What follows belongs to an exercise in optimizing a design on an open flow for small area; a production flow would make more cautious choices.
The RTL was checked by simulation tests, not by an equivalence proof against the original design.

### flow/config.mk
export PLATFORM = sky130hd
export DESIGN_NAME = inverter_5level_top
export DESIGN_NICKNAME = inverter_5level_top
export VERILOG_FILES = /design/flow/design.v
export SDC_FILE = /design/flow/constraint.sdc
export NUM_CORES = 4
export LEC_CHECK = 0
export CAP_MARGIN = 20
export CORE_MARGIN = 2
export CORE_UTILIZATION = 40
export CTS_BUF_LIST = sky130_fd_sc_hd__clkbuf_8
export GPL_TIMING_DRIVEN = 0
export SLEW_MARGIN = 20
### flow/standard.sh
#!/bin/bash
# synth_recipe.tcl (not shown) runs the flow's synth.tcl, then flattens the netlist and writes it again
# the make line also repeats each setting of config.mk as NAME=value (left out here)
make -C /OpenROAD-flow-scripts/flow DESIGN_CONFIG=/design/flow/config.mk WORK_HOME=/design/flow/orfs CLKGATE_MAP_FILE= SYNTH_SCRIPT=/design/flow/synth_recipe.tcl "${@:-finish}"
### flow/design.v
module sine_generator (
    input  wire        clk,
    input  wire        rst_n,
    input  wire        enable,
    input  wire [31:0] freq_increment,
    input  wire [15:0] modulation_index,
    input  wire [15:0] cu,
    output wire        cmp1,
    output wire        cmp2
);
    reg [11:0] ph_low;
    reg [11:0] ph_mid;
    reg        ph_cy;
    reg [7:0]  ph_top;
    wire [11:0] f0 = freq_increment[11:0];
    wire [11:0] f1 = freq_increment[23:12];
    wire [7:0]  f2 = freq_increment[31:24];
    wire [12:0] c0;
    wire [11:0] s0;
    wire [12:0] c1;
    wire [11:0] s1;
    wire [8:0]  c2;
    wire [7:0]  s2;
    assign c0[0] = 1'b0;
    assign c1[0] = ph_cy;
    assign c2[0] = 1'b0;
    genvar gi;
    generate
        for (gi = 0; gi < 12; gi = gi + 1) begin : g_low
            assign s0[gi]   = ph_low[gi] ^ f0[gi] ^ c0[gi];
            assign c0[gi+1] = (ph_low[gi] & f0[gi]) | (ph_low[gi] & c0[gi]) | (f0[gi] & c0[gi]);
            assign s1[gi]   = ph_mid[gi] ^ f1[gi] ^ c1[gi];
            assign c1[gi+1] = (ph_mid[gi] & f1[gi]) | (ph_mid[gi] & c1[gi]) | (f1[gi] & c1[gi]);
        end
        for (gi = 0; gi < 8; gi = gi + 1) begin : g_top
            assign s2[gi]   = ph_top[gi] ^ f2[gi] ^ c2[gi];
            assign c2[gi+1] = (ph_top[gi] & f2[gi]) | (ph_top[gi] & c2[gi]) | (f2[gi] & c2[gi]);
        end
    endgenerate
    wire k_now  = ph_cy & (&ph_mid);
    wire k_next = c0[12] & (&s1);
    wire inc    = k_now ? k_next : (c1[12] | k_next);
    wire [7:0] run;
    assign run[0] = inc;
    generate
        for (gi = 1; gi < 8; gi = gi + 1) begin : g_inc
            assign run[gi] = run[gi-1] & s2[gi-1];
        end
    endgenerate
    wire [7:0] top_next = s2 ^ run;
    always @(posedge clk or negedge rst_n) begin
        if (!rst_n) begin
            ph_low <= 12'd0;
            ph_mid <= 12'd0;
            ph_cy  <= 1'b0;
            ph_top <= 8'd0;
        end else if (enable) begin
            ph_low <= s0;
            ph_mid <= s1;
            ph_cy  <= c0[12];
            ph_top <= top_next;
        end else begin
            ph_low <= 12'd0;
            ph_mid <= 12'd0;
            ph_cy  <= 1'b0;
            ph_top <= 8'd0;
        end
    end
    wire [7:0] p = ph_top;
    wire       s = p[7];
    wire [6:0] idx = p[6] ? (7'd64 - {1'b0, p[5:0]}) : {1'b0, p[5:0]};
    reg [23:0] dg;
    reg [6:0]  zt;
    always @(*) begin
        case (idx)
            7'd0: {zt, dg} = 31'h7f000000;
            7'd1: {zt, dg} = 31'h06221004;
            7'd2: {zt, dg} = 31'h00280112;
            7'd3: {zt, dg} = 31'h02180027;
            7'd4: {zt, dg} = 31'h00442308;
            7'd5: {zt, dg} = 31'h00400f00;
            7'd6: {zt, dg} = 31'h00601902;
            7'd7: {zt, dg} = 31'h00610814;
            7'd8: {zt, dg} = 31'h0e500422;
            7'd9: {zt, dg} = 31'h00042340;
            7'd10: {zt, dg} = 31'h00051042;
            7'd11: {zt, dg} = 31'h00020154;
            7'd12: {zt, dg} = 31'h00300146;
            7'd13: {zt, dg} = 31'h02020065;
            7'd14: {zt, dg} = 31'h02807205;
            7'd15: {zt, dg} = 31'h1e846010;
            7'd16: {zt, dg} = 31'h00904300;
            7'd17: {zt, dg} = 31'h02a04a05;
            7'd18: {zt, dg} = 31'h00815c22;
            7'd19: {zt, dg} = 31'h06944228;
            7'd20: {zt, dg} = 31'h028e2001;
            7'd21: {zt, dg} = 31'h02861001;
            7'd22: {zt, dg} = 31'h00850a10;
            7'd23: {zt, dg} = 31'h02a0040b;
            7'd24: {zt, dg} = 31'h06801224;
            7'd25: {zt, dg} = 31'h00820d30;
            7'd26: {zt, dg} = 31'h00c82100;
            7'd27: {zt, dg} = 31'h00c01900;
            7'd28: {zt, dg} = 31'h00da0500;
            7'd29: {zt, dg} = 31'h02e4100b;
            7'd30: {zt, dg} = 31'h06e20410;
            7'd31: {zt, dg} = 31'h02c80021;
            7'd32: {zt, dg} = 31'h00c10038;
            7'd33: {zt, dg} = 31'h00922d40;
            7'd34: {zt, dg} = 31'h02861841;
            7'd35: {zt, dg} = 31'h00900740;
            7'd36: {zt, dg} = 31'h00a11440;
            7'd37: {zt, dg} = 31'h00b00946;
            7'd38: {zt, dg} = 31'h02841a61;
            7'd39: {zt, dg} = 31'h0083006c;
            7'd40: {zt, dg} = 31'h06800678;
            7'd41: {zt, dg} = 31'h00026184;
            7'd42: {zt, dg} = 31'h00016892;
            7'd43: {zt, dg} = 31'h02085285;
            7'd44: {zt, dg} = 31'h00114884;
            7'd45: {zt, dg} = 31'h060e4090;
            7'd46: {zt, dg} = 31'h00234c80;
            7'd47: {zt, dg} = 31'h00324180;
            7'd48: {zt, dg} = 31'h7e284090;
            7'd49: {zt, dg} = 31'h000057a8;
            7'd50: {zt, dg} = 31'h000241a8;
            7'd51: {zt, dg} = 31'h001140aa;
            7'd52: {zt, dg} = 31'h060042b8;
            7'd53: {zt, dg} = 31'h06083284;
            7'd54: {zt, dg} = 31'h00012086;
            7'd55: {zt, dg} = 31'h02102885;
            7'd56: {zt, dg} = 31'h0011208a;
            7'd57: {zt, dg} = 31'h06002294;
            7'd58: {zt, dg} = 31'h0600229c;
            7'd59: {zt, dg} = 31'h0e001082;
            7'd60: {zt, dg} = 31'h00091084;
            7'd61: {zt, dg} = 31'h0202108d;
            7'd62: {zt, dg} = 31'h00040982;
            7'd63: {zt, dg} = 31'h00030480;
            7'd64: {zt, dg} = 31'h00000180;
            default: {zt, dg} = 31'h00000000;
        endcase
    end
    wire [7:0] dg_p1 = dg[23:16];
    wire [7:0] dg_n1 = dg[15:8];
    wire [7:0] dg_p2 = dg[7:0];
    wire [15:0] m = modulation_index;
    wire [15:0] cx = cu ^ {16{s}};
    wire [15:0] ncx = ~cx;
    wire [7:0]  dn1n = dg_n1;
    wire z = zt[0] | (m[14:0] == 15'd0) |
             (zt[1] & (m[13:0] == 14'd0)) |
             (zt[2] & (m[12:0] == 13'd0)) |
             (zt[3] & (m[11:0] == 12'd0)) |
             (zt[4] & (m[10:0] == 11'd0)) |
             (zt[5] & (m[9:0] == 10'd0)) |
             (zt[6] & (m[8:0] == 9'd0));
    wire szn = (s & ~z);
    wire pn0_0 = ((dg_p1[0] & m[0]) | (dg_n1[0] & ~m[0]));
    wire pn0_1 = ((dg_p1[0] & m[1]) | (dg_n1[0] & ~m[1]) | (dg_p2[0] & m[0]));
    wire pn0_2 = ((dg_p1[0] & m[2]) | (dg_n1[0] & ~m[2]) | (dg_p2[0] & m[1]));
    wire pn0_3 = ((dg_p1[0] & m[3]) | (dg_n1[0] & ~m[3]) | (dg_p2[0] & m[2]));
    wire pn0_4 = ((dg_p1[0] & m[4]) | (dg_n1[0] & ~m[4]) | (dg_p2[0] & m[3]));
    wire pn0_5 = ((dg_p1[0] & m[5]) | (dg_n1[0] & ~m[5]) | (dg_p2[0] & m[4]));
    wire pn0_6 = ((dg_p1[0] & m[6]) | (dg_n1[0] & ~m[6]) | (dg_p2[0] & m[5]));
    wire pn0_7 = ((dg_p1[0] & m[7]) | (dg_n1[0] & ~m[7]) | (dg_p2[0] & m[6]));
    wire pn0_8 = ((dg_p1[0] & m[8]) | (dg_n1[0] & ~m[8]) | (dg_p2[0] & m[7]));
    wire pn0_9 = ((dg_p1[0] & m[9]) | (dg_n1[0] & ~m[9]) | (dg_p2[0] & m[8]));
    wire pn0_10 = ((dg_p1[0] & m[10]) | (dg_n1[0] & ~m[10]) | (dg_p2[0] & m[9]));
    wire pn0_11 = ((dg_p1[0] & m[11]) | (dg_n1[0] & ~m[11]) | (dg_p2[0] & m[10]));
    wire pn0_12 = ((dg_p1[0] & m[12]) | (dg_n1[0] & ~m[12]) | (dg_p2[0] & m[11]));
    wire pn0_13 = ((dg_p1[0] & m[13]) | (dg_n1[0] & ~m[13]) | (dg_p2[0] & m[12]));
    wire pn0_14 = ((dg_p1[0] & m[14]) | (dg_n1[0] & ~m[14]) | (dg_p2[0] & m[13]));
    wire pn0_15 = ((dg_p1[0] & m[15]) | (dg_n1[0] & ~m[15]) | (dg_p2[0] & m[14]));
    wire pt0 = ~((dg_p1[0] & m[15]) | (dg_n1[0] & ~m[15]) | (dg_p2[0] & m[15]));
    wire pn1_0 = ((dg_p1[1] & m[0]) | (dg_n1[1] & ~m[0]));
    wire pn1_1 = ((dg_p1[1] & m[1]) | (dg_n1[1] & ~m[1]) | (dg_p2[1] & m[0]));
    wire pn1_2 = ((dg_p1[1] & m[2]) | (dg_n1[1] & ~m[2]) | (dg_p2[1] & m[1]));
    wire pn1_3 = ((dg_p1[1] & m[3]) | (dg_n1[1] & ~m[3]) | (dg_p2[1] & m[2]));
    wire pn1_4 = ((dg_p1[1] & m[4]) | (dg_n1[1] & ~m[4]) | (dg_p2[1] & m[3]));
    wire pn1_5 = ((dg_p1[1] & m[5]) | (dg_n1[1] & ~m[5]) | (dg_p2[1] & m[4]));
    wire pn1_6 = ((dg_p1[1] & m[6]) | (dg_n1[1] & ~m[6]) | (dg_p2[1] & m[5]));
    wire pn1_7 = ((dg_p1[1] & m[7]) | (dg_n1[1] & ~m[7]) | (dg_p2[1] & m[6]));
    wire pn1_8 = ((dg_p1[1] & m[8]) | (dg_n1[1] & ~m[8]) | (dg_p2[1] & m[7]));
    wire pn1_9 = ((dg_p1[1] & m[9]) | (dg_n1[1] & ~m[9]) | (dg_p2[1] & m[8]));
    wire pn1_10 = ((dg_p1[1] & m[10]) | (dg_n1[1] & ~m[10]) | (dg_p2[1] & m[9]));
    wire pn1_11 = ((dg_p1[1] & m[11]) | (dg_n1[1] & ~m[11]) | (dg_p2[1] & m[10]));
    wire pn1_12 = ((dg_p1[1] & m[12]) | (dg_n1[1] & ~m[12]) | (dg_p2[1] & m[11]));
    wire pn1_13 = ((dg_p1[1] & m[13]) | (dg_n1[1] & ~m[13]) | (dg_p2[1] & m[12]));
    wire pn1_14 = ((dg_p1[1] & m[14]) | (dg_n1[1] & ~m[14]) | (dg_p2[1] & m[13]));
    wire pn1_15 = ((dg_p1[1] & m[15]) | (dg_n1[1] & ~m[15]) | (dg_p2[1] & m[14]));
    wire pt1 = ~((dg_p1[1] & m[15]) | (dg_n1[1] & ~m[15]) | (dg_p2[1] & m[15]));
    wire pn2_0 = ((dg_p1[2] & m[0]) | (dg_n1[2] & ~m[0]));
    wire pn2_1 = ((dg_p1[2] & m[1]) | (dg_n1[2] & ~m[1]) | (dg_p2[2] & m[0]));
    wire pn2_2 = ((dg_p1[2] & m[2]) | (dg_n1[2] & ~m[2]) | (dg_p2[2] & m[1]));
    wire pn2_3 = ((dg_p1[2] & m[3]) | (dg_n1[2] & ~m[3]) | (dg_p2[2] & m[2]));
    wire pn2_4 = ((dg_p1[2] & m[4]) | (dg_n1[2] & ~m[4]) | (dg_p2[2] & m[3]));
    wire pn2_5 = ((dg_p1[2] & m[5]) | (dg_n1[2] & ~m[5]) | (dg_p2[2] & m[4]));
    wire pn2_6 = ((dg_p1[2] & m[6]) | (dg_n1[2] & ~m[6]) | (dg_p2[2] & m[5]));
    wire pn2_7 = ((dg_p1[2] & m[7]) | (dg_n1[2] & ~m[7]) | (dg_p2[2] & m[6]));
    wire pn2_8 = ((dg_p1[2] & m[8]) | (dg_n1[2] & ~m[8]) | (dg_p2[2] & m[7]));
    wire pn2_9 = ((dg_p1[2] & m[9]) | (dg_n1[2] & ~m[9]) | (dg_p2[2] & m[8]));
    wire pn2_10 = ((dg_p1[2] & m[10]) | (dg_n1[2] & ~m[10]) | (dg_p2[2] & m[9]));
    wire pn2_11 = ((dg_p1[2] & m[11]) | (dg_n1[2] & ~m[11]) | (dg_p2[2] & m[10]));
    wire pn2_12 = ((dg_p1[2] & m[12]) | (dg_n1[2] & ~m[12]) | (dg_p2[2] & m[11]));
    wire pn2_13 = ((dg_p1[2] & m[13]) | (dg_n1[2] & ~m[13]) | (dg_p2[2] & m[12]));
    wire pn2_14 = ((dg_p1[2] & m[14]) | (dg_n1[2] & ~m[14]) | (dg_p2[2] & m[13]));
    wire pn2_15 = ((dg_p1[2] & m[15]) | (dg_n1[2] & ~m[15]) | (dg_p2[2] & m[14]));
    wire pt2 = ~((dg_p1[2] & m[15]) | (dg_n1[2] & ~m[15]) | (dg_p2[2] & m[15]));
    wire pn3_0 = ((dg_p1[3] & m[0]) | (dg_n1[3] & ~m[0]));
    wire pn3_1 = ((dg_p1[3] & m[1]) | (dg_n1[3] & ~m[1]) | (dg_p2[3] & m[0]));
    wire pn3_2 = ((dg_p1[3] & m[2]) | (dg_n1[3] & ~m[2]) | (dg_p2[3] & m[1]));
    wire pn3_3 = ((dg_p1[3] & m[3]) | (dg_n1[3] & ~m[3]) | (dg_p2[3] & m[2]));
    wire pn3_4 = ((dg_p1[3] & m[4]) | (dg_n1[3] & ~m[4]) | (dg_p2[3] & m[3]));
    wire pn3_5 = ((dg_p1[3] & m[5]) | (dg_n1[3] & ~m[5]) | (dg_p2[3] & m[4]));
    wire pn3_6 = ((dg_p1[3] & m[6]) | (dg_n1[3] & ~m[6]) | (dg_p2[3] & m[5]));
    wire pn3_7 = ((dg_p1[3] & m[7]) | (dg_n1[3] & ~m[7]) | (dg_p2[3] & m[6]));
    wire pn3_8 = ((dg_p1[3] & m[8]) | (dg_n1[3] & ~m[8]) | (dg_p2[3] & m[7]));
    wire pn3_9 = ((dg_p1[3] & m[9]) | (dg_n1[3] & ~m[9]) | (dg_p2[3] & m[8]));
    wire pn3_10 = ((dg_p1[3] & m[10]) | (dg_n1[3] & ~m[10]) | (dg_p2[3] & m[9]));
    wire pn3_11 = ((dg_p1[3] & m[11]) | (dg_n1[3] & ~m[11]) | (dg_p2[3] & m[10]));
    wire pn3_12 = ((dg_p1[3] & m[12]) | (dg_n1[3] & ~m[12]) | (dg_p2[3] & m[11]));
    wire pn3_13 = ((dg_p1[3] & m[13]) | (dg_n1[3] & ~m[13]) | (dg_p2[3] & m[12]));
    wire pn3_14 = ((dg_p1[3] & m[14]) | (dg_n1[3] & ~m[14]) | (dg_p2[3] & m[13]));
    wire pn3_15 = ((dg_p1[3] & m[15]) | (dg_n1[3] & ~m[15]) | (dg_p2[3] & m[14]));
    wire pt3 = ~((dg_p1[3] & m[15]) | (dg_n1[3] & ~m[15]) | (dg_p2[3] & m[15]));
    wire pn4_0 = ((dg_p1[4] & m[0]) | (dg_n1[4] & ~m[0]));
    wire pn4_1 = ((dg_p1[4] & m[1]) | (dg_n1[4] & ~m[1]) | (dg_p2[4] & m[0]));
    wire pn4_2 = ((dg_p1[4] & m[2]) | (dg_n1[4] & ~m[2]) | (dg_p2[4] & m[1]));
    wire pn4_3 = ((dg_p1[4] & m[3]) | (dg_n1[4] & ~m[3]) | (dg_p2[4] & m[2]));
    wire pn4_4 = ((dg_p1[4] & m[4]) | (dg_n1[4] & ~m[4]) | (dg_p2[4] & m[3]));
    wire pn4_5 = ((dg_p1[4] & m[5]) | (dg_n1[4] & ~m[5]) | (dg_p2[4] & m[4]));
    wire pn4_6 = ((dg_p1[4] & m[6]) | (dg_n1[4] & ~m[6]) | (dg_p2[4] & m[5]));
    wire pn4_7 = ((dg_p1[4] & m[7]) | (dg_n1[4] & ~m[7]) | (dg_p2[4] & m[6]));
    wire pn4_8 = ((dg_p1[4] & m[8]) | (dg_n1[4] & ~m[8]) | (dg_p2[4] & m[7]));
    wire pn4_9 = ((dg_p1[4] & m[9]) | (dg_n1[4] & ~m[9]) | (dg_p2[4] & m[8]));
    wire pn4_10 = ((dg_p1[4] & m[10]) | (dg_n1[4] & ~m[10]) | (dg_p2[4] & m[9]));
    wire pn4_11 = ((dg_p1[4] & m[11]) | (dg_n1[4] & ~m[11]) | (dg_p2[4] & m[10]));
    wire pn4_12 = ((dg_p1[4] & m[12]) | (dg_n1[4] & ~m[12]) | (dg_p2[4] & m[11]));
    wire pn4_13 = ((dg_p1[4] & m[13]) | (dg_n1[4] & ~m[13]) | (dg_p2[4] & m[12]));
    wire pn4_14 = ((dg_p1[4] & m[14]) | (dg_n1[4] & ~m[14]) | (dg_p2[4] & m[13]));
    wire pn4_15 = ((dg_p1[4] & m[15]) | (dg_n1[4] & ~m[15]) | (dg_p2[4] & m[14]));
    wire pt4 = ~((dg_p1[4] & m[15]) | (dg_n1[4] & ~m[15]) | (dg_p2[4] & m[15]));
    wire pn5_0 = ((dg_p1[5] & m[0]) | (dg_n1[5] & ~m[0]));
    wire pn5_1 = ((dg_p1[5] & m[1]) | (dg_n1[5] & ~m[1]) | (dg_p2[5] & m[0]));
    wire pn5_2 = ((dg_p1[5] & m[2]) | (dg_n1[5] & ~m[2]) | (dg_p2[5] & m[1]));
    wire pn5_3 = ((dg_p1[5] & m[3]) | (dg_n1[5] & ~m[3]) | (dg_p2[5] & m[2]));
    wire pn5_4 = ((dg_p1[5] & m[4]) | (dg_n1[5] & ~m[4]) | (dg_p2[5] & m[3]));
    wire pn5_5 = ((dg_p1[5] & m[5]) | (dg_n1[5] & ~m[5]) | (dg_p2[5] & m[4]));
    wire pn5_6 = ((dg_p1[5] & m[6]) | (dg_n1[5] & ~m[6]) | (dg_p2[5] & m[5]));
    wire pn5_7 = ((dg_p1[5] & m[7]) | (dg_n1[5] & ~m[7]) | (dg_p2[5] & m[6]));
    wire pn5_8 = ((dg_p1[5] & m[8]) | (dg_n1[5] & ~m[8]) | (dg_p2[5] & m[7]));
    wire pn5_9 = ((dg_p1[5] & m[9]) | (dg_n1[5] & ~m[9]) | (dg_p2[5] & m[8]));
    wire pn5_10 = ((dg_p1[5] & m[10]) | (dg_n1[5] & ~m[10]) | (dg_p2[5] & m[9]));
    wire pn5_11 = ((dg_p1[5] & m[11]) | (dg_n1[5] & ~m[11]) | (dg_p2[5] & m[10]));
    wire pn5_12 = ((dg_p1[5] & m[12]) | (dg_n1[5] & ~m[12]) | (dg_p2[5] & m[11]));
    wire pn5_13 = ((dg_p1[5] & m[13]) | (dg_n1[5] & ~m[13]) | (dg_p2[5] & m[12]));
    wire pn5_14 = ((dg_p1[5] & m[14]) | (dg_n1[5] & ~m[14]) | (dg_p2[5] & m[13]));
    wire pn5_15 = ((dg_p1[5] & m[15]) | (dg_n1[5] & ~m[15]) | (dg_p2[5] & m[14]));
    wire pt5 = ~((dg_p1[5] & m[15]) | (dg_n1[5] & ~m[15]) | (dg_p2[5] & m[15]));
    wire pn6_0 = ((dg_p1[6] & m[0]) | (dg_n1[6] & ~m[0]));
    wire pn6_1 = ((dg_p1[6] & m[1]) | (dg_n1[6] & ~m[1]) | (dg_p2[6] & m[0]));
    wire pn6_2 = ((dg_p1[6] & m[2]) | (dg_n1[6] & ~m[2]) | (dg_p2[6] & m[1]));
    wire pn6_3 = ((dg_p1[6] & m[3]) | (dg_n1[6] & ~m[3]) | (dg_p2[6] & m[2]));
    wire pn6_4 = ((dg_p1[6] & m[4]) | (dg_n1[6] & ~m[4]) | (dg_p2[6] & m[3]));
    wire pn6_5 = ((dg_p1[6] & m[5]) | (dg_n1[6] & ~m[5]) | (dg_p2[6] & m[4]));
    wire pn6_6 = ((dg_p1[6] & m[6]) | (dg_n1[6] & ~m[6]) | (dg_p2[6] & m[5]));
    wire pn6_7 = ((dg_p1[6] & m[7]) | (dg_n1[6] & ~m[7]) | (dg_p2[6] & m[6]));
    wire pn6_8 = ((dg_p1[6] & m[8]) | (dg_n1[6] & ~m[8]) | (dg_p2[6] & m[7]));
    wire pn6_9 = ((dg_p1[6] & m[9]) | (dg_n1[6] & ~m[9]) | (dg_p2[6] & m[8]));
    wire pn6_10 = ((dg_p1[6] & m[10]) | (dg_n1[6] & ~m[10]) | (dg_p2[6] & m[9]));
    wire pn6_11 = ((dg_p1[6] & m[11]) | (dg_n1[6] & ~m[11]) | (dg_p2[6] & m[10]));
    wire pn6_12 = ((dg_p1[6] & m[12]) | (dg_n1[6] & ~m[12]) | (dg_p2[6] & m[11]));
    wire pn6_13 = ((dg_p1[6] & m[13]) | (dg_n1[6] & ~m[13]) | (dg_p2[6] & m[12]));
    wire pn6_14 = ((dg_p1[6] & m[14]) | (dg_n1[6] & ~m[14]) | (dg_p2[6] & m[13]));
    wire pn6_15 = ((dg_p1[6] & m[15]) | (dg_n1[6] & ~m[15]) | (dg_p2[6] & m[14]));
    wire pt6 = ~((dg_p1[6] & m[15]) | (dg_n1[6] & ~m[15]) | (dg_p2[6] & m[15]));
    wire pn7_0 = ((dg_p1[7] & m[0]) | (dg_n1[7] & ~m[0]));
    wire pn7_1 = ((dg_p1[7] & m[1]) | (dg_n1[7] & ~m[1]) | (dg_p2[7] & m[0]));
    wire pn7_2 = ((dg_p1[7] & m[2]) | (dg_n1[7] & ~m[2]) | (dg_p2[7] & m[1]));
    wire pn7_3 = ((dg_p1[7] & m[3]) | (dg_n1[7] & ~m[3]) | (dg_p2[7] & m[2]));
    wire pn7_4 = ((dg_p1[7] & m[4]) | (dg_n1[7] & ~m[4]) | (dg_p2[7] & m[3]));
    wire pn7_5 = ((dg_p1[7] & m[5]) | (dg_n1[7] & ~m[5]) | (dg_p2[7] & m[4]));
    wire pn7_6 = ((dg_p1[7] & m[6]) | (dg_n1[7] & ~m[6]) | (dg_p2[7] & m[5]));
    wire pn7_7 = ((dg_p1[7] & m[7]) | (dg_n1[7] & ~m[7]) | (dg_p2[7] & m[6]));
    wire pn7_8 = ((dg_p1[7] & m[8]) | (dg_n1[7] & ~m[8]) | (dg_p2[7] & m[7]));
    wire pn7_9 = ((dg_p1[7] & m[9]) | (dg_n1[7] & ~m[9]) | (dg_p2[7] & m[8]));
    wire pn7_10 = ((dg_p1[7] & m[10]) | (dg_n1[7] & ~m[10]) | (dg_p2[7] & m[9]));
    wire pn7_11 = ((dg_p1[7] & m[11]) | (dg_n1[7] & ~m[11]) | (dg_p2[7] & m[10]));
    wire pn7_12 = ((dg_p1[7] & m[12]) | (dg_n1[7] & ~m[12]) | (dg_p2[7] & m[11]));
    wire pn7_13 = ((dg_p1[7] & m[13]) | (dg_n1[7] & ~m[13]) | (dg_p2[7] & m[12]));
    wire pn7_14 = ((dg_p1[7] & m[14]) | (dg_n1[7] & ~m[14]) | (dg_p2[7] & m[13]));
    wire pn7_15 = ((dg_p1[7] & m[15]) | (dg_n1[7] & ~m[15]) | (dg_p2[7] & m[14]));
    wire pt7 = ~((dg_p1[7] & m[15]) | (dg_n1[7] & ~m[15]) | (dg_p2[7] & m[15]));
    wire hs1, hc2;
    assign {hc2, hs1} = pn0_15 + pn1_13;
    wire fs3, fc4;
    assign {fc4, fs3} = 1'b1 + pt0 + pn1_14;
    wire hs5, hc6;
    assign {hc6, hs5} = 1'b1 + pn1_15;
    wire hs7, hc8;
    assign {hc8, hs7} = pn0_10 + pn1_8;
    wire hs9, hc10;
    assign {hc10, hs9} = pn0_11 + pn1_9;
    wire fs11, fc12;
    assign {fc12, fs11} = pn0_12 + pn1_10 + pn2_8;
    wire hs13, hc14;
    assign {hc14, hs13} = pn3_6 + pn4_4;
    wire fs15, fc16;
    assign {fc16, fs15} = pn0_13 + pn1_11 + pn2_9;
    wire hs17, hc18;
    assign {hc18, hs17} = pn3_7 + pn4_5;
    wire fs19, fc20;
    assign {fc20, fs19} = pn0_14 + pn1_12 + pn2_10;
    wire fs21, fc22;
    assign {fc22, fs21} = pn3_8 + pn4_6 + pn5_4;
    wire hs23, hc24;
    assign {hc24, hs23} = pn6_2 + pn7_0;
    wire fs25, fc26;
    assign {fc26, fs25} = hs1 + pn2_11 + pn3_9;
    wire fs27, fc28;
    assign {fc28, fs27} = pn4_7 + pn5_5 + pn6_3;
    wire fs29, fc30;
    assign {fc30, fs29} = pn7_1 + szn + ncx[0];
    wire fs31, fc32;
    assign {fc32, fs31} = hc2 + fs3 + pn2_12;
    wire fs33, fc34;
    assign {fc34, fs33} = pn3_10 + pn4_8 + pn5_6;
    wire fs35, fc36;
    assign {fc36, fs35} = pn6_4 + pn7_2 + ncx[1];
    wire fs37, fc38;
    assign {fc38, fs37} = fc4 + hs5 + pn2_13;
    wire fs39, fc40;
    assign {fc40, fs39} = pn3_11 + pn4_9 + pn5_7;
    wire fs41, fc42;
    assign {fc42, fs41} = pn6_5 + pn7_3 + ncx[2];
    wire fs43, fc44;
    assign {fc44, fs43} = hc6 + pt1 + pn2_14;
    wire fs45, fc46;
    assign {fc46, fs45} = pn3_12 + pn4_10 + pn5_8;
    wire fs47, fc48;
    assign {fc48, fs47} = pn6_6 + pn7_4 + ncx[3];
    wire fs49, fc50;
    assign {fc50, fs49} = 1'b1 + pn2_15 + pn3_13;
    wire fs51, fc52;
    assign {fc52, fs51} = pn4_11 + pn5_9 + pn6_7;
    wire hs53, hc54;
    assign {hc54, hs53} = pn7_5 + ncx[4];
    wire fs55, fc56;
    assign {fc56, fs55} = pt2 + pn3_14 + pn4_12;
    wire fs57, fc58;
    assign {fc58, fs57} = pn5_10 + pn6_8 + pn7_6;
    wire fs59, fc60;
    assign {fc60, fs59} = 1'b1 + pn3_15 + pn4_13;
    wire hs61, hc62;
    assign {hc62, hs61} = pn5_11 + pn6_9;
    wire fs63, fc64;
    assign {fc64, fs63} = pt3 + pn4_14 + pn5_12;
    wire hs65, hc66;
    assign {hc66, hs65} = 1'b1 + pn4_15;
    wire hs67, hc68;
    assign {hc68, hs67} = pn0_6 + pn1_4;
    wire hs69, hc70;
    assign {hc70, hs69} = pn0_7 + pn1_5;
    wire fs71, fc72;
    assign {fc72, fs71} = pn0_8 + pn1_6 + pn2_4;
    wire hs73, hc74;
    assign {hc74, hs73} = pn3_2 + pn4_0;
    wire fs75, fc76;
    assign {fc76, fs75} = pn0_9 + pn1_7 + pn2_5;
    wire hs77, hc78;
    assign {hc78, hs77} = pn3_3 + pn4_1;
    wire fs79, fc80;
    assign {fc80, fs79} = hs7 + pn2_6 + pn3_4;
    wire fs81, fc82;
    assign {fc82, fs81} = pn4_2 + pn5_0 + dn1n[5];
    wire fs83, fc84;
    assign {fc84, fs83} = hc8 + hs9 + pn2_7;
    wire fs85, fc86;
    assign {fc86, fs85} = pn3_5 + pn4_3 + pn5_1;
    wire fs87, fc88;
    assign {fc88, fs87} = hc10 + fs11 + hs13;
    wire fs89, fc90;
    assign {fc90, fs89} = pn5_2 + pn6_0 + dn1n[6];
    wire fs91, fc92;
    assign {fc92, fs91} = fc12 + hc14 + fs15;
    wire fs93, fc94;
    assign {fc94, fs93} = hs17 + pn5_3 + pn6_1;
    wire fs95, fc96;
    assign {fc96, fs95} = fc16 + hc18 + fs19;
    wire fs97, fc98;
    assign {fc98, fs97} = fs21 + hs23 + dn1n[7];
    wire fs99, fc100;
    assign {fc100, fs99} = fc20 + fc22 + hc24;
    wire fs101, fc102;
    assign {fc102, fs101} = fs25 + fs27 + fs29;
    wire fs103, fc104;
    assign {fc104, fs103} = fc26 + fc28 + fc30;
    wire fs105, fc106;
    assign {fc106, fs105} = fs31 + fs33 + fs35;
    wire fs107, fc108;
    assign {fc108, fs107} = fc32 + fc34 + fc36;
    wire fs109, fc110;
    assign {fc110, fs109} = fs37 + fs39 + fs41;
    wire fs111, fc112;
    assign {fc112, fs111} = fc38 + fc40 + fc42;
    wire fs113, fc114;
    assign {fc114, fs113} = fs43 + fs45 + fs47;
    wire fs115, fc116;
    assign {fc116, fs115} = fc44 + fc46 + fc48;
    wire fs117, fc118;
    assign {fc118, fs117} = fs49 + fs51 + hs53;
    wire fs119, fc120;
    assign {fc120, fs119} = fc50 + fc52 + hc54;
    wire fs121, fc122;
    assign {fc122, fs121} = fs55 + fs57 + ncx[5];
    wire fs123, fc124;
    assign {fc124, fs123} = fc56 + fc58 + fs59;
    wire fs125, fc126;
    assign {fc126, fs125} = hs61 + pn7_7 + ncx[6];
    wire fs127, fc128;
    assign {fc128, fs127} = fc60 + hc62 + fs63;
    wire fs129, fc130;
    assign {fc130, fs129} = pn6_10 + pn7_8 + ncx[7];
    wire fs131, fc132;
    assign {fc132, fs131} = fc64 + hs65 + pn5_13;
    wire fs133, fc134;
    assign {fc134, fs133} = pn6_11 + pn7_9 + ncx[8];
    wire fs135, fc136;
    assign {fc136, fs135} = hc66 + pt4 + pn5_14;
    wire fs137, fc138;
    assign {fc138, fs137} = pn6_12 + pn7_10 + ncx[9];
    wire fs139, fc140;
    assign {fc140, fs139} = 1'b1 + pn5_15 + pn6_13;
    wire hs141, hc142;
    assign {hc142, hs141} = pn7_11 + ncx[10];
    wire fs143, fc144;
    assign {fc144, fs143} = pt5 + pn6_14 + pn7_12;
    wire hs145, hc146;
    assign {hc146, hs145} = 1'b1 + pn6_15;
    wire hs147, hc148;
    assign {hc148, hs147} = pn0_4 + pn1_2;
    wire hs149, hc150;
    assign {hc150, hs149} = pn0_5 + pn1_3;
    wire fs151, fc152;
    assign {fc152, fs151} = hs67 + pn2_2 + pn3_0;
    wire fs153, fc154;
    assign {fc154, fs153} = hc68 + hs69 + pn2_3;
    wire fs155, fc156;
    assign {fc156, fs155} = hc70 + fs71 + hs73;
    wire fs157, fc158;
    assign {fc158, fs157} = fc72 + hc74 + fs75;
    wire fs159, fc160;
    assign {fc160, fs159} = fc76 + hc78 + fs79;
    wire fs161, fc162;
    assign {fc162, fs161} = fc80 + fc82 + fs83;
    wire fs163, fc164;
    assign {fc164, fs163} = fc84 + fc86 + fs87;
    wire fs165, fc166;
    assign {fc166, fs165} = fc88 + fc90 + fs91;
    wire fs167, fc168;
    assign {fc168, fs167} = fc92 + fc94 + fs95;
    wire fs169, fc170;
    assign {fc170, fs169} = fc96 + fc98 + fs99;
    wire fs171, fc172;
    assign {fc172, fs171} = fc100 + fc102 + fs103;
    wire fs173, fc174;
    assign {fc174, fs173} = fc104 + fc106 + fs107;
    wire fs175, fc176;
    assign {fc176, fs175} = fc108 + fc110 + fs111;
    wire fs177, fc178;
    assign {fc178, fs177} = fc112 + fc114 + fs115;
    wire fs179, fc180;
    assign {fc180, fs179} = fc116 + fc118 + fs119;
    wire fs181, fc182;
    assign {fc182, fs181} = fc120 + fc122 + fs123;
    wire fs183, fc184;
    assign {fc184, fs183} = fc124 + fc126 + fs127;
    wire fs185, fc186;
    assign {fc186, fs185} = fc128 + fc130 + fs131;
    wire fs187, fc188;
    assign {fc188, fs187} = fc132 + fc134 + fs135;
    wire fs189, fc190;
    assign {fc190, fs189} = fc136 + fc138 + fs139;
    wire fs191, fc192;
    assign {fc192, fs191} = fc140 + hc142 + fs143;
    wire fs193, fc194;
    assign {fc194, fs193} = fc144 + hs145 + pn7_13;
    wire fs195, fc196;
    assign {fc196, fs195} = hc146 + pt6 + pn7_14;
    wire hs197, hc198;
    assign {hc198, hs197} = 1'b1 + pn7_15;
    wire hs199, hc200;
    assign {hc200, hs199} = pn0_2 + pn1_0;
    wire hs201, hc202;
    assign {hc202, hs201} = pn0_3 + pn1_1;
    wire fs203, fc204;
    assign {fc204, fs203} = hs147 + pn2_0 + dn1n[2];
    wire fs205, fc206;
    assign {fc206, fs205} = hc148 + hs149 + pn2_1;
    wire fs207, fc208;
    assign {fc208, fs207} = hc150 + fs151 + dn1n[3];
    wire fs209, fc210;
    assign {fc210, fs209} = fc152 + fs153 + pn3_1;
    wire fs211, fc212;
    assign {fc212, fs211} = fc154 + fs155 + dn1n[4];
    wire fs213, fc214;
    assign {fc214, fs213} = fc156 + fs157 + hs77;
    wire fs215, fc216;
    assign {fc216, fs215} = fc158 + fs159 + fs81;
    wire fs217, fc218;
    assign {fc218, fs217} = fc160 + fs161 + fs85;
    wire fs219, fc220;
    assign {fc220, fs219} = fc162 + fs163 + fs89;
    wire fs221, fc222;
    assign {fc222, fs221} = fc164 + fs165 + fs93;
    wire fs223, fc224;
    assign {fc224, fs223} = fc166 + fs167 + fs97;
    wire fs225, fc226;
    assign {fc226, fs225} = fc168 + fs169 + fs101;
    wire fs227, fc228;
    assign {fc228, fs227} = fc170 + fs171 + fs105;
    wire fs229, fc230;
    assign {fc230, fs229} = fc172 + fs173 + fs109;
    wire fs231, fc232;
    assign {fc232, fs231} = fc174 + fs175 + fs113;
    wire fs233, fc234;
    assign {fc234, fs233} = fc176 + fs177 + fs117;
    wire fs235, fc236;
    assign {fc236, fs235} = fc178 + fs179 + fs121;
    wire fs237, fc238;
    assign {fc238, fs237} = fc180 + fs181 + fs125;
    wire fs239, fc240;
    assign {fc240, fs239} = fc182 + fs183 + fs129;
    wire fs241, fc242;
    assign {fc242, fs241} = fc184 + fs185 + fs133;
    wire fs243, fc244;
    assign {fc244, fs243} = fc186 + fs187 + fs137;
    wire fs245, fc246;
    assign {fc246, fs245} = fc188 + fs189 + hs141;
    wire fs247, fc248;
    assign {fc248, fs247} = fc190 + fs191 + ncx[11];
    wire fs249, fc250;
    assign {fc250, fs249} = fc192 + fs193 + ncx[12];
    wire fs251, fc252;
    assign {fc252, fs251} = fc194 + fs195 + ncx[13];
    wire fs253, fc254;
    assign {fc254, fs253} = fc196 + hs197 + ncx[14];
    wire fs255, fc256;
    assign {fc256, fs255} = hc198 + 1'b1 + pt7;
    wire [31:0] ra = {fc256, fc254, fc252, fc250, fc248, fc246, fc244, fc242, fc240, fc238, fc236, fc234, fc232, fc230, fc228, fc226, fc224, fc222, fc220, fc218, fc216, fc214, fc212, fc210, fc208, fc206, fc204, hc202, hc200, hs199, pn0_1, pn0_0};
    wire [31:0] rb = {1'b0, fs255, fs253, fs251, fs249, fs247, fs245, fs243, fs241, fs239, fs237, fs235, fs233, fs231, fs229, fs227, fs225, fs223, fs221, fs219, fs217, fs215, fs213, fs211, fs209, fs207, fs205, fs203, hs201, dn1n[1], 1'b0, dn1n[0]};
    wire [29:0] cg = ra[29:0] & rb[29:0];
    wire [29:0] cp = ra[29:0] | rb[29:0];
    wire tg0_0 = cg[1] | (cp[1] & cg[0]);
    wire tg0_1 = cg[3] | (cp[3] & cg[2]);
    wire tp0_1 = cp[3] & cp[2];
    wire tg0_2 = cg[5] | (cp[5] & cg[4]);
    wire tp0_2 = cp[5] & cp[4];
    wire tg0_3 = cg[7] | (cp[7] & cg[6]);
    wire tp0_3 = cp[7] & cp[6];
    wire tg0_4 = cg[9] | (cp[9] & cg[8]);
    wire tp0_4 = cp[9] & cp[8];
    wire tg0_5 = cg[11] | (cp[11] & cg[10]);
    wire tp0_5 = cp[11] & cp[10];
    wire tg0_6 = cg[13] | (cp[13] & cg[12]);
    wire tp0_6 = cp[13] & cp[12];
    wire tg0_7 = cg[15] | (cp[15] & cg[14]);
    wire tp0_7 = cp[15] & cp[14];
    wire tg0_8 = cg[17] | (cp[17] & cg[16]);
    wire tp0_8 = cp[17] & cp[16];
    wire tg0_9 = cg[19] | (cp[19] & cg[18]);
    wire tp0_9 = cp[19] & cp[18];
    wire tg0_10 = cg[21] | (cp[21] & cg[20]);
    wire tp0_10 = cp[21] & cp[20];
    wire tg0_11 = cg[23] | (cp[23] & cg[22]);
    wire tp0_11 = cp[23] & cp[22];
    wire tg0_12 = cg[25] | (cp[25] & cg[24]);
    wire tp0_12 = cp[25] & cp[24];
    wire tg0_13 = cg[27] | (cp[27] & cg[26]);
    wire tp0_13 = cp[27] & cp[26];
    wire tg0_14 = cg[29] | (cp[29] & cg[28]);
    wire tp0_14 = cp[29] & cp[28];
    wire tg1_0 = tg0_1 | (tp0_1 & tg0_0);
    wire tg1_1 = tg0_3 | (tp0_3 & tg0_2);
    wire tp1_1 = tp0_3 & tp0_2;
    wire tg1_2 = tg0_5 | (tp0_5 & tg0_4);
    wire tp1_2 = tp0_5 & tp0_4;
    wire tg1_3 = tg0_7 | (tp0_7 & tg0_6);
    wire tp1_3 = tp0_7 & tp0_6;
    wire tg1_4 = tg0_9 | (tp0_9 & tg0_8);
    wire tp1_4 = tp0_9 & tp0_8;
    wire tg1_5 = tg0_11 | (tp0_11 & tg0_10);
    wire tp1_5 = tp0_11 & tp0_10;
    wire tg1_6 = tg0_13 | (tp0_13 & tg0_12);
    wire tp1_6 = tp0_13 & tp0_12;
    wire tg2_0 = tg1_1 | (tp1_1 & tg1_0);
    wire tg2_1 = tg1_3 | (tp1_3 & tg1_2);
    wire tp2_1 = tp1_3 & tp1_2;
    wire tg2_2 = tg1_5 | (tp1_5 & tg1_4);
    wire tp2_2 = tp1_5 & tp1_4;
    wire tg2_3 = tg0_14 | (tp0_14 & tg1_6);
    wire tp2_3 = tp0_14 & tp1_6;
    wire tg3_0 = tg2_1 | (tp2_1 & tg2_0);
    wire tg3_1 = tg2_3 | (tp2_3 & tg2_2);
    wire tp3_1 = tp2_3 & tp2_2;
    wire tg4_0 = tg3_1 | (tp3_1 & tg3_0);
    wire        k30 = tg4_0;
    wire        e2 = cx[15];
    wire        e1 = ~cx[15];
    wire        a30 = ra[30];
    wire        b30 = rb[30];
    wire [1:0]  t2 = a30 + b30 + e2 + k30;
    wire [1:0]  t1 = a30 + b30 + e1 + k30;
    wire        d31_2 = ra[31] ^ rb[31] ^ t2[1];
    wire        d31_1 = ra[31] ^ rb[31] ^ t1[1];
    assign cmp2 = ~(s ^ d31_2);
    assign cmp1 = ~(s ^ d31_1);
endmodule
module carrier_generator (
    input  wire        clk,
    input  wire        rst_n,
    input  wire        enable,
    input  wire [15:0] freq_div,
    output wire [15:0] cu,
    output reg         sync_pulse
);
    reg [15:0] counter;
    reg        counter_dir;
    reg        prev_dir;
    wire [16:0] cnt_inc;
    assign cnt_inc[0] = 1'b1;
    wire [15:0] cnt_plus1;
    genvar gi;
    generate
        for (gi = 0; gi < 16; gi = gi + 1) begin : g_inc
            assign cnt_plus1[gi]  = counter[gi] ^ cnt_inc[gi];
            assign cnt_inc[gi+1]  = counter[gi] & cnt_inc[gi];
        end
    endgenerate
    wire [16:0] ge;
    assign ge[0] = 1'b1;
    generate
        for (gi = 0; gi < 16; gi = gi + 1) begin : g_ge
            assign ge[gi+1] = (cnt_plus1[gi] & ~freq_div[gi]) | (ge[gi] & (cnt_plus1[gi] | ~freq_div[gi]));
        end
    endgenerate
    wire wrap = (|freq_div) && (cnt_inc[16] || ge[16]);
    always @(posedge clk or negedge rst_n) begin
        if (!rst_n) begin
            counter     <= 16'd0;
            counter_dir <= 1'b0;
            prev_dir    <= 1'b0;
            sync_pulse  <= 1'b0;
        end else if (enable) begin
            if (wrap) begin
                counter     <= 16'd0;
                counter_dir <= ~counter_dir;
            end else begin
                counter     <= cnt_plus1;
            end
            prev_dir   <= counter_dir;
            sync_pulse <= ~prev_dir & counter_dir;
        end else begin
            counter     <= 16'd0;
            counter_dir <= 1'b0;
            sync_pulse  <= 1'b0;
        end
    end
    assign cu = counter_dir ? {counter[15], ~counter[14:0]} : counter;
endmodule
module pwm_comparator #(
    parameter RESET_CMP = 1'b0
)(
    input  wire       clk,
    input  wire       rst_n,
    input  wire       enable,
    input  wire       cmp_next,
    input  wire [7:0] deadtime,
    output wire       pwm_high,
    output wire       pwm_low
);
    reg       cmp;
    reg       pwm_raw;
    reg       pwm_raw_prev;
    reg [7:0] deadtime_counter;
    reg       out_en;
    wire       edge_seen = pwm_raw ^ pwm_raw_prev;
    wire       dt_zero   = ~|deadtime_counter;
    wire [8:0] borrow;
    wire [7:0] dt_dec;
    assign borrow[0] = 1'b1;
    genvar gi;
    generate
        for (gi = 0; gi < 8; gi = gi + 1) begin : g_dec
            assign dt_dec[gi]   = deadtime_counter[gi] ^ borrow[gi];
            assign borrow[gi+1] = borrow[gi] & ~deadtime_counter[gi];
        end
    endgenerate
    wire [7:0] dt_next = edge_seen ? deadtime : (dt_zero ? 8'd0 : dt_dec);
    always @(posedge clk or negedge rst_n) begin
        if (!rst_n) begin
            cmp              <= RESET_CMP;
            pwm_raw          <= 1'b0;
            pwm_raw_prev     <= 1'b0;
            deadtime_counter <= 8'd0;
            out_en           <= 1'b0;
        end else begin
            cmp              <= enable ? cmp_next : RESET_CMP;
            pwm_raw          <= enable & cmp;
            pwm_raw_prev     <= enable & pwm_raw;
            deadtime_counter <= enable ? dt_next : 8'd0;
            out_en           <= enable & ~edge_seen & dt_zero;
        end
    end
    assign pwm_high = out_en & pwm_raw_prev;
    assign pwm_low  = out_en & ~pwm_raw_prev;
endmodule
module inverter_5level_top #(
    parameter DATA_WIDTH = 16,
    parameter PHASE_WIDTH = 32,
    parameter DEADTIME_WIDTH = 8,
    parameter CARRIER_DIV_WIDTH = 16
)(
    input  wire                         clk,
    input  wire                         rst_n,
    input  wire                         enable,
    input  wire [PHASE_WIDTH-1:0]       freq_50hz,
    input  wire [DATA_WIDTH-1:0]        modulation_index,
    input  wire [DEADTIME_WIDTH-1:0]    deadtime_cycles,
    input  wire [CARRIER_DIV_WIDTH-1:0] carrier_freq_div,
    output wire                         pwm1_ch1_high,
    output wire                         pwm1_ch1_low,
    output wire                         pwm1_ch2_high,
    output wire                         pwm1_ch2_low,
    output wire                         pwm2_ch1_high,
    output wire                         pwm2_ch1_low,
    output wire                         pwm2_ch2_high,
    output wire                         pwm2_ch2_low,
    output wire                         sync_pulse,
    output wire                         fault
);
    wire [15:0] cu;
    wire        cmp1, cmp2;
    carrier_generator carrier_gen (
        .clk        (clk),
        .rst_n      (rst_n),
        .enable     (enable),
        .freq_div   (carrier_freq_div),
        .cu         (cu),
        .sync_pulse (sync_pulse)
    );
    sine_generator sine_gen (
        .clk              (clk),
        .rst_n            (rst_n),
        .enable           (enable),
        .freq_increment   (freq_50hz),
        .modulation_index (modulation_index),
        .cu               (cu),
        .cmp1             (cmp1),
        .cmp2             (cmp2)
    );
    wire h1, l1, h2, l2;
    pwm_comparator #(.RESET_CMP(1'b1)) pwm1 (
        .clk (clk), .rst_n (rst_n), .enable (enable),
        .cmp_next (cmp1), .deadtime (deadtime_cycles),
        .pwm_high (h1), .pwm_low (l1)
    );
    pwm_comparator #(.RESET_CMP(1'b0)) pwm2 (
        .clk (clk), .rst_n (rst_n), .enable (enable),
        .cmp_next (cmp2), .deadtime (deadtime_cycles),
        .pwm_high (h2), .pwm_low (l2)
    );
    assign pwm1_ch1_high = h1;
    assign pwm1_ch1_low  = l1;
    assign pwm1_ch2_high = h1;
    assign pwm1_ch2_low  = l1;
    assign pwm2_ch1_high = h2;
    assign pwm2_ch1_low  = l2;
    assign pwm2_ch2_high = h2;
    assign pwm2_ch2_low  = l2;
    assign fault = 1'b0;
endmodule
### flow/flow/abc_area.script
strash
&get -n
&deepsyn -T 60
&put
dch
map -a
topo
stime -c
### flow/constraint.sdc
create_clock -name core_clock -period 10.0 [get_ports {clk}]
set_input_delay 2.0000 -clock core_clock [delete_from_list [all_inputs] [get_ports {clk}]]
set_output_delay 2.0000 -clock core_clock [all_outputs]
set_load 0.01 [all_outputs]
### flow/flow/run.sh
#!/bin/bash
# Own layout flow: the standard flow (standard.sh) with these changes:
#  - synthesis maps logic with an area-oriented ABC script (flow/abc_area.script)
#    instead of ORFS's speed script; registers are mapped as before (dfflibmap
#    runs before ABC), so their names and cells match the standard synthesis;
#  - Yosys's synth runs without its internal ABC pass (SYNTH_ARGS=-noabc), so
#    the adders written in the RTL reach extract_fa as written;
#  - port buffers are sky130_fd_sc_hd__buf_1 (every port still gets one).
# Each tool's output is in orfs/logs/...; make's own output goes to flow_make.log.
set -euo pipefail
here=$(pwd)
rm -rf "$here/scripts_area"
cp -r "$FLOW_HOME/scripts" "$here/scripts_area"
cp "$here/flow/abc_area.script" "$here/scripts_area/abc_area.script"
bash standard.sh \
  SCRIPTS_DIR="$here/scripts_area" \
  ABC_AREA=1 \
  SYNTH_ARGS=-noabc \
  BUFFER_PORTS_ARGS="-buffer_cell sky130_fd_sc_hd__buf_1" \
  finish > "$here/flow_make.log" 2>&1
==> out/results.tsv, run 1 <==
stage	metric	value	unit
outcome	outcome	timing/DRC/antenna clean	
die	I/O pin count	85	
placed_design	DP HPWL	24130	µm
setup_path	Startpoint Class	flip-flop	
yosys	Seq/Total Area, Yosys	0.1879	
setup_path	crit-path most repeated cell	fa_1	
routing	remaining antenna violation count	0	
clock_network	clock-pin slew on the worst setup and hold paths	0.09	ns
routing	Starting DRT DRC Count	793	
setup_path	Crit path max-delay family	compound AO/OA/AOI/OAI gates	
placed_design	Routability Congestion	0.9575	
clock_network	CTS tree	built	
routing	vias	9734	
die	Die H	163.1	µm
sta	FMAX	0.1051	GHz
routing	Routed wire per std cell	18.54	µm
yosys	Syn Area/Cell	8.274	µm²
final_layout	Inserted Diodes	0	
setup_path	max incr delay on CP	0.52	ns
sta	Layout Skew	0.01329	ns
final_layout	P&R area growth vs syn	14.95	%
global_routing	GRT overflow	0	
setup_path	crit path launch	sine_gen.ph_top[0]	
yosys	main flop type after synthesis	dfrtp_1	
placed_design	port buffer count	83	
setup_path	reg2reg path depth	42	
final_layout	nets@finish	1616	
yosys	Post-Syn Instances	1224	
die	total die area	26610	µm²
sta	Setup TNS	0	ns
die	Starting Density	0.4045	
sta	Tcrit/Tclk final	0.9518	
setup_path	Critical Path End Type	flip-flop	
routing	Pre-antenna DRT Iters	8	
sta	Max Transition Viols Final	0	
global_routing	initial antenna violation count	0	
sta	Worst Max-Slew Pin Slew	1.013	ns
setup_path	Crit Path Class	flip-flop to flip-flop	
global_routing	total track usage	0.2433	
setup_path	CP Data Arrival Time	9.77	ns
setup_path	Worst R2R Start	sine_gen.ph_top[0]	
die	Core ar.	25040	µm²
setup_path	CP Buf/Inv Count	8	
yosys	Ys Warns	4	
global_routing	global-route wire length before repair	51560	µm
routing	met2 wire length	14490	µm
yosys	EDFF count, synth	0	
clock_network	Hold Buf Count CTS	0	
clock_network	clock buffer depth	2	
setup_path	r2r setup slk	0.48	ns
yosys	asr flop ratio synth	1.000	
yosys	Synth Register Bits	76	
routing	met1 WL	13150	µm
routing	Max Used Layer	met4	
global_routing	largest net degree at the start of global routing	30	
sta	Slew Limit Headroom	0.3244	
yosys	library cells used by synthesis	39	
final_layout	most frequent cells in the layout	clkinv_1, nor2_1, nand2_1, fa_1, buf_1	
routing	DRC	0	
min_path	beginning of the worst hold path	carrier_gen.prev_dir	
die	chip width	163.1	µm
setup_path	r2r endpoint	pwm1.cmp	
routing	met3 routed WL	2322	µm
clock_network	clock root buffer	clkbuf_8	
die	site row count	58	
clock_network	htree depth	3	
final_layout	fraction of layout cells with a size suffix above 1	0.07846	
sta	# setup viols final	0	
yosys	net count after synthesis	1494	
sta	post-layout min period	9.518	ns
min_path	Hold EP	carrier_gen.sync_pulse	
clock_network	clock sink count	76	
setup_path	slowest CP cell	fa_1	
job	maxcap violations	0	
setup_path	critical path required time	10.25	ns
routing	DR vias/cell	5.791	
final_layout	most common cell after layout, fill and taps aside	clkinv_1	
final_layout	fin util	0.4650	
routing	Total Wirelength	31170	µm
sta	count of final hold-check violations	0	
clock_network	Clock Latency Late Sink	0.36	ns
clock_network	TritonCTS Buffers	9	
setup_path	CP max FO	13	
yosys	Post-Synthesis Cell Area	10130	µm²
min_path	Hold Crit Class	flip-flop to flip-flop	
min_path	hold path depth	1	
global_routing	vias in the first global route	9852	
## how the worst max path moves through the flow
stage | end | slack, ns | depth (start not counted)
floorplan | pwm1.cmp | 0.1 | 39
global placement | pwm1.cmp | -4.20 | 41
detailed placement | pwm1.cmp | -1.77 | 44
CTS | pwm1.cmp | 0.05 | 45
global route | pwm1.cmp | -0.06 | 42
finish | pwm1.cmp | 0.48 | 42
## kinds of logic (layout without fill, tap and decap cells)
logic type / count (synthesis) / count (layout) / synth area share
adder cells (fa/ha/maj): 195 / 195 / 0.3373
buffers and inverters: 224 / 351 / 0.08488
XOR/XNOR: 20 / 20 / 0.01730
flip-flops: 76 / 76 / 0.1879
other: 1 / 1 / 0.0003703
AO/OA/AOI/OAI: 334 / 334 / 0.2228
AND/OR/NAND/NOR: 374 / 374 / 0.1495
## synth_stat cells, drive strengths merged (2+ instances only)
| cell type | instances | share of area |
|---|---|---|
| o211ai | 2 | 0.0015 |
| nor2 | 168 | 0.062 |
| o221ai | 58 | 0.050 |
| nor4 | 7 | 0.0043 |
| o41ai | 2 | 0.0017 |
| o32ai | 3 | 0.0026 |
| nand3 | 21 | 0.010 |
| fa | 130 | 0.26 |
| dfrtp | 75 | 0.19 |
| buf | 5 | 0.0037 |
| nand2 | 142 | 0.053 |
| a21oi | 48 | 0.024 |
| clkinv | 219 | 0.081 |
| a221oi | 16 | 0.014 |
| xor2 | 15 | 0.013 |
| a211oi | 4 | 0.0030 |
| o21a | 4 | 0.0030 |
| xnor2 | 5 | 0.0043 |
| a31oi | 6 | 0.0037 |
| o21ai | 79 | 0.039 |
| o31ai | 4 | 0.0030 |
| and2 | 2 | 0.0015 |
| o311ai | 3 | 0.0026 |
| nand4 | 12 | 0.0074 |
| nor3 | 21 | 0.010 |
| ha | 65 | 0.080 |
| a2111oi | 3 | 0.0026 |
| o22ai | 42 | 0.026 |
| a22oi | 48 | 0.036 |
| o2111ai | 6 | 0.0052 |
## registers in the layout, summed over array words and instances, names as in the netlist, 8 cells and up
register,count
carrier_gen.counter,16
sine_gen.ph_low,12
sine_gen.ph_mid,12
pwm1.deadtime_counter,8
pwm2.deadtime_counter,8
sine_gen.ph_top,8
## layout make-up
class | count | area, µm²
clock inverters | 5 | 83.83
flip-flops and latches | 76 | 1904
well taps | 330 | 412.9
plain buffers | 5 | 37.54
multi-input cells | 924 | 7599
clock buffers | 11 | 151.4
inverters | 219 | 860.8
fillers | 2497 | 13400
repair buffers | 111 | 591.8
## through the flow
stage / instance area [µm²] / std cells / setup WS [ns] / hold WS (ns)
global route: 11640 / 1681 / -0.05921 / 0.4981
finish: 11640 / 1681 / 0.4818 / 0.4604
detailed placement: 11070 / 1648 / -1.771 / 0.4311
floorplan: 10130 / 1224 / 0.09601 / 0.4097
global placement: 10850 / 1637 / -4.205 / 0.4269
CTS: 11450 / 1670 / 0.04553 / 0.4748
## metal layers
metal | global-route usage | vias to the layer above
li1 | - | 4530
met1 | 0.3250 | 4647
met2 | 0.3971 | 473
met3 | 0.03504 | 84
met4 | 0.1014 | 0
met5 | 0 | -
## repair_timing
action | CTS | global route
setup buffers | 6 | 11
endpoints found under the setup margin | 2 | 2
pin swaps | 5 | 5
gates resized for setup | 31 | 27
==> inputs of run 2 (changes only) <==
==> flow/flow/abc_area.script (replaced) <==
strash
&get -n
&deepsyn -T 60
&b
&put
dch
map -a
topo
stime -c
--- a/flow/config.mk
+++ b/flow/config.mk
@@ -7,7 +7,7 @@
 export LEC_CHECK = 0
 export CAP_MARGIN = 20
 export CORE_MARGIN = 2
-export CORE_UTILIZATION = 40
+export CORE_UTILIZATION = 55
 export CTS_BUF_LIST = sky130_fd_sc_hd__clkbuf_8
 export GPL_TIMING_DRIVEN = 0
 export SLEW_MARGIN = 20
==> out/results.tsv, run 2 <==
stage	metric	value	unit	change
outcome	outcome	timing/DRC/antenna clean		
sta	FMAX	0.1055	GHz	+0.40%
sta	Max Transition Viols Final	0		unchanged
sta	Tcrit/Tclk final	0.9480		-0.003785
min_path	Hold Crit Class	flip-flop to flip-flop		
clock_network	Hold Buf Count CTS	0		unchanged
die	I/O pin count	85		unchanged
routing	remaining antenna violation count	0		unchanged
setup_path	CP Data Arrival Time	9.76	ns	about the same
clock_network	clock-pin slew on the worst setup and hold paths	0.07	ns	-0.02 ns
clock_network	clock root buffer	clkbuf_8		
placed_design	Routability Congestion	0.9873		+3.1%
die	site row count	49		-16%
final_layout	most common cell after layout, fill and taps aside	clkinv_1		
final_layout	largest registers	carrier_gen.counter (16), sine_gen.ph_low (12), sine_gen.ph_mid (12)		
setup_path	Critical Path End Type	flip-flop		
placed_design	Placement Cell Area	10970	µm²	-0.96%
clock_network	clock buffer depth	2		unchanged
global_routing	GRT overflow	0		unchanged
yosys	asr flop ratio synth	1.000		unchanged
final_layout	sequential cell area	1904	µm²	unchanged
setup_path	CP max FO	2		-11
setup_path	Crit Path Class	input pin to flip-flop		
clock_network	clock sink count	76		unchanged
final_layout	nets@finish	1650		+2.1%
yosys	main flop type after synthesis	dfrtp_1		
routing	DR vias/cell	6.198		+7.0%
clock_network	htree depth	3		unchanged
final_layout	fill count	1618		-35%
global_routing	initial antenna violation count	0		unchanged
die	Starting Density	0.5626		+0.1581
routing	Max Used Layer	met4		
final_layout	footprint of the multi-input gates	7556	µm²	-0.56%
setup_path	crit-path most repeated cell	fa_1		
yosys	Synth area leaders	fa_1, dfrtp_1, clkinv_1		
yosys	Synth area leader	fa_1		
placed_design	placed instance count	1590		-3.5%
clock_network	TritonCTS Buffers	9		unchanged
routing	met1 WL	12250	µm	-6.9%
placed_design	port buffer count	83		unchanged
setup_path	slowest CP cell	fa_1		
setup_path	CP Buf/Inv Count	2		-6
final_layout	P&R area growth vs syn	11.74	%	
placed_design	Setup WS pre-CTS	-1.303	ns	+0.4683 ns
yosys	Post-Synthesis Cell Area	10180	µm²	+0.48%
die	Die H	140.0	µm	-14%
sta	# setup viols final	0		unchanged
job	maxcap violations	0		unchanged
yosys	Synth Register Bits	76		unchanged
final_layout	max reg flops	16		unchanged
routing	vias	10003		+2.8%
final_layout	most frequent cells in the layout	clkinv_1, nor2_1, fa_1, nand2_1, o21ai_0		
final_layout	Inserted Diodes	0		unchanged
yosys	Syn Area/Cell	8.044	µm²	-2.8%
setup_path	critical path required time	10.28	ns	+0.03 ns
sta	count of final hold-check violations	0		unchanged
sta	worst hold slack	0.4310	ns	-0.02945 ns
yosys	area share of the largest cell type after synthesis	0.2557		-0.001232
placed_design	DP HPWL	24310	µm	+0.78%
yosys	top-count cell post-synth	clkinv_1		
final_layout	Top reg by flops	carrier_gen.counter		
clock_network	CTS tree	built		
die	Core ar.	18090	µm²	-28%
yosys	Ys Warns	4		unchanged
global_routing	total track usage	0.3289		+0.08559
sta	Worst Max-Slew Pin Slew	0.9633	ns	-0.05006 ns
yosys	Post-Syn Instances	1265		+3.3%
routing	met3 routed WL	2838	µm	+22%
routing	DRC	0		unchanged
die	total die area	19610	µm²	-26%
yosys	net count after synthesis	1535		+2.7%
yosys	EDFF count, synth	0		unchanged
setup_path	Startpoint Class	input pin		
final_layout	fraction of layout cells with a size suffix above 1	0.06859		-0.009868
routing	Total Wirelength	31150	µm	about the same
clock_network	Clock Latency Late Sink	0.35	ns	about the same
die	chip width	140.0	µm	-14%
sta	post-layout min period	9.480	ns	-0.03785 ns
yosys	library cells used by synthesis	38		-2.6%
setup_path	r2r setup slk	0.81	ns	+0.33 ns
sta	Layout Skew	0.006002	ns	-0.007290 ns
setup_path	max incr delay on CP	0.53	ns	about the same
sta	Slew Limit Headroom	0.3578		+0.03337
yosys	Synth top cells by count	clkinv_1, nor2_1, nand2_1		
routing	Pre-antenna DRT Iters	23		+15
routing	Routed wire per std cell	19.30	µm	+4.1%
global_routing	vias in the first global route	10108		+2.6%
global_routing	global-route wire length before repair	51520	µm	about the same
final_layout	post-route insts no fill	1614		-4.0%
sta	final worst slack	0.5196	ns	+0.03785 ns
setup_path	Crit path max-delay family	adder cells		
final_layout	Layout Cell Area excl Fill	11370	µm²	-2.3%
routing	met2 wire length	14630	µm	+0.96%
yosys	Seq/Total Area, Yosys	0.1870		-0.0009011
routing	Starting DRT DRC Count	868		+9.5%
global_routing	largest net degree at the start of global routing	31		+3.3%
==> run 2: cell types whose count changed in the layout (fill, tap and decap cells not counted), sizes merged, moves of 6 or more <==
cell / change
o21ai: +41
o22ai: +16
nor2: +33
a22oi: -11
o2111ai: -6
buf: -7
nand2: -6
o221ai: -22
==> run 2: what timing repair did <==
| item | CTS | global route |
|---|---|---|
| pin swaps | 1 | 3 |
| resized for setup | 17 | 26 |
| buffers inserted | 0 | 8 |
| endpoints found under the setup margin | 2 | 3 |
==> run 2: layer usage <==
| metal | up-vias | GRT usage |
|---|---|---|
| met5 | - | 0 |
| met4 | 0 | 0.1494 |
| met3 | 106 | 0.06051 |
| met2 | 547 | 0.5390 |
| met1 | 4769 | 0.4287 |
| li1 | 4581 | - |
==> run 2: final timing paths <==
kind                       cells past startpoint                        to                  from
min in group asynchronous                      1  pwm1.deadtime_counter[7]                 rst_n
setup reg to reg                              42                  pwm2.cmp    sine_gen.ph_top[0]
setup / recovery                              27        sine_gen.ph_top[7]         freq_50hz[12]
hold / removal                                 1    carrier_gen.sync_pulse  carrier_gen.prev_dir
max in group asynchronous                      3        sine_gen.ph_top[0]                 rst_n
hold reg to reg                                1    carrier_gen.sync_pulse  carrier_gen.prev_dir
==> run 2: final cells by class <==
cell class | count | share of cell area
buffer | 5 | 0.003301
clock buffer | 10 | 0.01210
clock inverter | 6 | 0.005612
inverter | 218 | 0.07361
multi-input combinational | 966 | 0.6645
sequential | 76 | 0.1675
tap | 229 | 0.02520
timing repair buffer | 104 | 0.04820
==> run 2: cell families after synthesis <==
family,after synthesis,share of synthesized area
xor+xnor,22,0.01893
fa+ha+maj,195,0.3357
compound gates,343,0.2128
other cells,1,0.0003685
buf+inv,223,0.08410
simple gates,405,0.1611
flops,76,0.1870
==> run 2: metrics by stage <==
| stage | util | setup TNS, ns |
|---|---|---|
| final | 0.6287 | 0 |
| after CTS | 0.6199 | 0 |
| after detailed placement | 0.6064 | -2.509 |
| after global routing | 0.6287 | -0.01195 |
| after global placement | 0.5957 | -6.539 |
| after floorplan | - | 0 |
==> run 2: worst register-to-register path, delay by kind of cell, from the launching register on <==
| kind | cells | cell delay (ns) |
|---|---|---|
| AND/OR/NAND/NOR | 16 | 2.50 |
| AO/OA/AOI/OAI | 19 | 3.98 |
| adder cells (fa/ha/maj) | 4 | 1.62 |
| buffers and inverters | 3 | 0.54 |
| flip-flops | 1 | 0.45 |

-- re-timing with driven ports --
How much do the figures lean on ideal ports? The routed layouts below were timed once more, with nothing changed but the port constraints.
Step 1 (the two cells are an assumption about what drives the block):
set clk [get_ports {clk}]
set_driving_cell -lib_cell sky130_fd_sc_hd__clkbuf_16 $clk
set_driving_cell -lib_cell sky130_fd_sc_hd__buf_2 [delete_from_list [all_inputs] $clk]
Step 2 adds t to the input delays and takes it off the output delays; t is the mean of the earliest and latest rising clock arrival at the registers after step 1. Input paths then give back, and output paths get back, about the clock's delay inside the block.
a / b / c = no drivers / after step 1 / after step 2; a / b = the first two.
| run | t, ns | slack for setup (ns) | worst setup path after step 2 | worst slew at a driven data input, ns | cell pins on the clock port's net |
|---|---|---|---|---|---|
| run 1 | 0.388 | 0.482 / 0.482 / 0.153 | input to register | 0.07 | 1 |
| run 2 | 0.383 | 0.520 / 0.523 / 0.140 | input to register | 0.07 | 1 |
After both steps setup and hold are still met in every run listed. The setup slack of run 2, which loses most, moves by +0.003 ns with the drivers and by -0.380 ns with both steps.
